This design comes from an exercise in tuning for small area and a short achievable clock period on the open sky130 flow, not from production work.
Only simulation tests tie the RTL to the original design; equivalence was not proved.
No activity file was given, so power comes from the tool's default toggle rates.

==> trial 7 <==
## encoder_3c1s_18x18
module encoder_3c1s_18x18(datain, clock, codeout);
    input wire [219:0] datain;
    input wire clock;
    output wire [239:0] codeout;
    TNS_encoder_12 ecoder01( .datain(datain[10:0]), .clock(clock), .codeout(codeout[11:0]) );
    TNS_encoder_12 ecoder02( .datain(datain[21:11]), .clock(clock), .codeout(codeout[23:12]) );
    TNS_encoder_12 ecoder03( .datain(datain[32:22]), .clock(clock), .codeout(codeout[35:24]) );
    TNS_encoder_12 ecoder04( .datain(datain[43:33]), .clock(clock), .codeout(codeout[47:36]) );
    TNS_encoder_12 ecoder05( .datain(datain[54:44]), .clock(clock), .codeout(codeout[59:48]) );
    TNS_encoder_12 ecoder06( .datain(datain[65:55]), .clock(clock), .codeout(codeout[71:60]) );
    TNS_encoder_12 ecoder07( .datain(datain[76:66]), .clock(clock), .codeout(codeout[83:72]) );
    TNS_encoder_12 ecoder08( .datain(datain[87:77]), .clock(clock), .codeout(codeout[95:84]) );
    TNS_encoder_12 ecoder09( .datain(datain[98:88]), .clock(clock), .codeout(codeout[107:96]) );
    TNS_encoder_12 ecoder10( .datain(datain[109:99]), .clock(clock), .codeout(codeout[119:108]) );
    TNS_encoder_12 ecoder11( .datain(datain[120:110]), .clock(clock), .codeout(codeout[131:120]) );
    TNS_encoder_12 ecoder12( .datain(datain[131:121]), .clock(clock), .codeout(codeout[143:132]) );
    TNS_encoder_12 ecoder13( .datain(datain[142:132]), .clock(clock), .codeout(codeout[155:144]) );
    TNS_encoder_12 ecoder14( .datain(datain[153:143]), .clock(clock), .codeout(codeout[167:156]) );
    TNS_encoder_12 ecoder15( .datain(datain[164:154]), .clock(clock), .codeout(codeout[179:168]) );
    TNS_encoder_12 ecoder16( .datain(datain[175:165]), .clock(clock), .codeout(codeout[191:180]) );
    TNS_encoder_12 ecoder17( .datain(datain[186:176]), .clock(clock), .codeout(codeout[203:192]) );
    TNS_encoder_12 ecoder18( .datain(datain[197:187]), .clock(clock), .codeout(codeout[215:204]) );
    TNS_encoder_12 ecoder19( .datain(datain[208:198]), .clock(clock), .codeout(codeout[227:216]) );
    TNS_encoder_12 ecoder20( .datain(datain[219:209]), .clock(clock), .codeout(codeout[239:228]) );
endmodule
==> flow/config.mk <==
export PLATFORM = sky130hd
export DESIGN_NAME = encoder_3c1s_18x18
export DESIGN_NICKNAME = encoder_3c1s_18x18
export VERILOG_FILES = /design/flow/design.v
export SDC_FILE = /design/flow/constraint.sdc
export NUM_CORES = 4
export LEC_CHECK = 0
export CAP_MARGIN = 20
export CORE_MARGIN = 2
export CORE_UTILIZATION = 40
export SLEW_MARGIN = 20
==> flow/constraint.sdc <==
create_clock -name core_clock -period 12.0 [get_ports {clock}]
set_input_delay 2.4000 -clock core_clock [delete_from_list [all_inputs] [get_ports {clock}]]
set_output_delay 2.4000 -clock core_clock [all_outputs]
set_load 0.01 [all_outputs]
standard.sh (not shown) runs the stock make flow with config.mk's settings and CLKGATE_MAP_FILE= SYNTH_SCRIPT=/design/flow/synth_recipe.tcl, a recipe that flattens the netlist after the stock synthesis.
==> flow/flow/run.sh <==
#!/bin/bash
# Own layout flow. The standard synthesis runs first, for reference. Then our own synthesis of
# the same RTL: Yosys's generic synthesis (no fsm/share passes, flattened) without its adder
# extraction, and a light ABC mapping that keeps the structure of the logic as the RTL gives it.
# Its registers are renamed to the standard synthesis's names (paired by the port each drives,
# same cell types), and it replaces the standard netlist if that pairing succeeds. Then the standard flow's
# standard layout runs from floorplan on, with buf_2 cells as the port buffers (the output
# ones become buf_1 after global placement) and a setup margin for the repair steps.
set -euo pipefail
W=$(pwd)
R=$W/orfs/results/$FLOW_PLATFORM/encoder_3c1s_18x18/base
YOSYS=yosys
[ -x "$FLOW_HOME/../tools/install/yosys/bin/yosys" ] && YOSYS=$FLOW_HOME/../tools/install/yosys/bin/yosys
LIB=$FLOW_HOME/platforms/$FLOW_PLATFORM/lib/sky130_fd_sc_hd__tt_025C_1v80.lib

bash standard.sh synth > std_synth.log 2>&1
cp $R/1_2_yosys.v $W/std_1_2_yosys.v

DU=""
for c in $(sed -n '/^export DONT_USE_CELLS/,/^$/p' $FLOW_HOME/platforms/$FLOW_PLATFORM/config.mk | grep -o 'sky130_fd_sc_hd__[a-z0-9_]*'); do
  DU="$DU -dont_use $c"
done
cat > $W/own_synth.ys <<EOT
read_verilog -sv $FLOW_DESIGN
synth -flatten -nofsm -noshare -noabc -top $FLOW_TOP
opt -purge
dfflibmap -liberty $LIB $DU
opt
abc -script $W/flow/map.abc -liberty $LIB $DU -D 12000
opt_clean -purge
hilomap -singleton -hicell sky130_fd_sc_hd__conb_1 HI -locell sky130_fd_sc_hd__conb_1 LO
splitnets
opt_clean -purge
rename -hide w:* x:* %d
stat -liberty $LIB
write_verilog -noattr -nohex -nodec $W/own_1_2_yosys.v
EOT
if $YOSYS -s $W/own_synth.ys > own_synth.log 2>&1 && \
   python3 $W/flow/regnames.py $W/std_1_2_yosys.v $W/own_1_2_yosys.v $W/own_named_1_2_yosys.v > regnames.log 2>&1; then
  echo "using own synthesis" > synth_choice.log
  cp $W/own_named_1_2_yosys.v $R/1_2_yosys.v
  touch $R/1_2_yosys.v
else
  echo "own synthesis failed or registers differ; keeping the standard netlist" > synth_choice.log
fi
export BUFFER_PORTS_ARGS="-buffer_cell sky130_fd_sc_hd__buf_2"
# ask the repair steps for more setup slack than the constraints need, to shorten the period
export SETUP_SLACK_MARGIN=7.6
export POST_GLOBAL_PLACE_TCL=$W/flow/post_gpl.tcl
# clock tree as the standard flow builds it (its own buffer choice), without dummy loads
export CTS_ARGS="-sink_clustering_enable -repair_clock_nets -dont_use_dummy_load"
bash standard.sh > layout.log 2>&1
==> flow/flow/post_gpl.tcl <==
# Runs after global placement (POST_GLOBAL_PLACE_TCL). The output ports have setup slack to
# spare, so their port buffers become the smallest buffer; detailed placement legalizes later.
set n 0
foreach inst [get_cells output*] {
  if { [get_property $inst ref_name] == "sky130_fd_sc_hd__buf_2" } {
    replace_cell $inst sky130_fd_sc_hd__buf_1
    incr n
  }
}
puts "post_gpl: $n output port buffers set to sky130_fd_sc_hd__buf_1"
Other scripts of this flow, unchanged in this note and not shown: flow/flow/map.abc, flow/flow/regnames.py
==> trial 79 (differences from trial 7) <==
--- a/flow/flow/run.sh
+++ b/flow/flow/run.sh
@@ -4,8 +4,7 @@
 # extraction, and a light ABC mapping that keeps the structure of the logic as the RTL gives it.
 # Its registers are renamed to the standard synthesis's names (paired by the port each drives,
 # same cell types), and it replaces the standard netlist if that pairing succeeds. Then the standard flow's
-# standard layout runs from floorplan on, with buf_2 cells as the port buffers (the output
-# ones become buf_1 after global placement) and a setup margin for the repair steps.
+# standard layout runs from floorplan on, with buf_2 cells as the port buffers.
 set -euo pipefail
 W=$(pwd)
 R=$W/orfs/results/$FLOW_PLATFORM/encoder_3c1s_18x18/base
@@ -46,7 +45,4 @@
 export BUFFER_PORTS_ARGS="-buffer_cell sky130_fd_sc_hd__buf_2"
 # ask the repair steps for more setup slack than the constraints need, to shorten the period
 export SETUP_SLACK_MARGIN=7.6
-export POST_GLOBAL_PLACE_TCL=$W/flow/post_gpl.tcl
-# clock tree as the standard flow builds it (its own buffer choice), without dummy loads
-export CTS_ARGS="-sink_clustering_enable -repair_clock_nets -dont_use_dummy_load"
 bash standard.sh > layout.log 2>&1
--- a/flow/config.mk
+++ b/flow/config.mk
@@ -8,4 +8,5 @@
 export CAP_MARGIN = 20
 export CORE_MARGIN = 2
 export CORE_UTILIZATION = 40
+export CTS_BUF_LIST = sky130_fd_sc_hd__clkbuf_4 sky130_fd_sc_hd__clkbuf_8
 export SLEW_MARGIN = 20
removed: flow/flow/post_gpl.tcl
==> build 75 (differences from trial 7) <==
--- a/flow/flow/run.sh
+++ b/flow/flow/run.sh
@@ -47,6 +47,6 @@
 # ask the repair steps for more setup slack than the constraints need, to shorten the period
 export SETUP_SLACK_MARGIN=7.6
 export POST_GLOBAL_PLACE_TCL=$W/flow/post_gpl.tcl
-# clock tree as the standard flow builds it (its own buffer choice), without dummy loads
-export CTS_ARGS="-sink_clustering_enable -repair_clock_nets -dont_use_dummy_load"
+# clock tree as the standard flow builds it, with the buffers of config.mk and no dummy loads
+export CTS_ARGS="-sink_clustering_enable -repair_clock_nets -dont_use_dummy_load -buf_list {sky130_fd_sc_hd__clkbuf_1 sky130_fd_sc_hd__clkbuf_2}"
 bash standard.sh > layout.log 2>&1
--- a/flow/config.mk
+++ b/flow/config.mk
@@ -8,4 +8,5 @@
 export CAP_MARGIN = 20
 export CORE_MARGIN = 2
 export CORE_UTILIZATION = 40
+export CTS_BUF_LIST = sky130_fd_sc_hd__clkbuf_1 sky130_fd_sc_hd__clkbuf_2
 export SLEW_MARGIN = 20
==> trial 64 (differences from trial 7) <==
--- a/flow/flow/run.sh
+++ b/flow/flow/run.sh
@@ -45,8 +45,8 @@
 fi
 export BUFFER_PORTS_ARGS="-buffer_cell sky130_fd_sc_hd__buf_2"
 # ask the repair steps for more setup slack than the constraints need, to shorten the period
-export SETUP_SLACK_MARGIN=7.6
+export SETUP_SLACK_MARGIN=7.4
 export POST_GLOBAL_PLACE_TCL=$W/flow/post_gpl.tcl
-# clock tree as the standard flow builds it (its own buffer choice), without dummy loads
-export CTS_ARGS="-sink_clustering_enable -repair_clock_nets -dont_use_dummy_load"
+# clock tree as the standard flow builds it, with the buffers of config.mk and no dummy loads
+export CTS_ARGS="-sink_clustering_enable -repair_clock_nets -dont_use_dummy_load -buf_list {sky130_fd_sc_hd__clkbuf_2 sky130_fd_sc_hd__clkbuf_4}"
 bash standard.sh > layout.log 2>&1
--- a/flow/config.mk
+++ b/flow/config.mk
@@ -8,4 +8,5 @@
 export CAP_MARGIN = 20
 export CORE_MARGIN = 2
 export CORE_UTILIZATION = 40
+export CTS_BUF_LIST = sky130_fd_sc_hd__clkbuf_2 sky130_fd_sc_hd__clkbuf_4
 export SLEW_MARGIN = 20
==> notes <==
Between trial 79 and trial 7, the lower global-route usage is in trial 7 (gap 0.14 points).
In trial 64 the clock-buffer cell count is higher than in trial 79, by 2.
Sequential power is about the same in build 75 and trial 7.
In die area, trial 7 and trial 64 do not differ.
Clock power, lowest first: build 75, trial 64, trial 7, trial 79.
==> figures <==
|  | trial 79 | build 75 | trial 7 | trial 64 |
|---|---|---|---|---|
| Status | finished clean | finished clean | finished clean | finished clean |
| IR Drop Worst-Case VDD | 0.1034 mV | 0.1005 mV | 0.1219 mV | 0.09850 mV |
| Beginning of the worst hold path | ecoder03.codeout[8]$_DFF_P_ | ecoder03.codeout[8]$_DFF_P_ | ecoder02.codeout[8]$_DFF_P_ | ecoder03.codeout[8]$_DFF_P_ |
| Cell depth of the worst setup path | 14 | 1 | 16 | 15 |
| Wire length of the first global-routing pass | 144,100 um | 143,600 um | 143,300 um | 143,500 um |
| Vias per std cell | 5.555 | 5.572 | 5.608 | 5.573 |
| Filler-free cell count of the finished design | 6,006 | 5,973 | 5,999 | 5,973 |
| Cell chosen for the clock root | sky130_fd_sc_hd__clkbuf_8 | sky130_fd_sc_hd__clkbuf_2 | sky130_fd_sc_hd__clkbuf_16 | sky130_fd_sc_hd__clkbuf_4 |
| GR Util met2 | 38.13% | 37.50% | 38.34% | 37.32% |
| Clock group power | 1.08 mW | 0.547 mW | 0.927 mW | 0.671 mW |
| Bufs w/o clock | 483 | 460 | 539 | 460 |

[separate check: timing with driven ports]
In the flow no input, the clock included, has a driving cell. The finished layouts below were timed again as built, in two steps. Step 1 (the two cells are an assumption about what drives the block):
set clk [get_ports {clock}]
set_driving_cell -lib_cell sky130_fd_sc_hd__clkbuf_16 $clk
set_driving_cell -lib_cell sky130_fd_sc_hd__buf_2 [delete_from_list [all_inputs] $clk]
Step 2 adds t to the input delays and takes it off the output delays; t is the mean of the earliest and latest rising clock arrival at the registers after step 1. Input paths then give back, and output paths get back, about the clock's delay inside the block. Slacks: no drivers / after step 1 / after step 2; pairs: no drivers / after step 1.
run | t, ns | setup slack, ns | worst setup path at the end | slew at the worst register clock pin (ns) | cell pins on the clock port's net
trial 7 | 0.611 | 7.672 / 7.695 / 7.084 | input to register | 0.06 / 0.06 | 1
trial 79 | 0.716 | 7.750 / 7.752 / 7.036 | input to register | 0.07 / 0.07 | 1
build 75 | 1.041 | 7.900 / 7.839 / 6.938 | input to register | 0.10 / 0.10 | 1
trial 64 | 0.841 | 7.788 / 7.789 / 6.948 | input to register | 0.07 / 0.07 | 1
After both steps setup and hold are still met in every run listed. The setup slack of build 75, which loses most, moves by -0.061 ns with the drivers and by -0.962 ns with both steps.
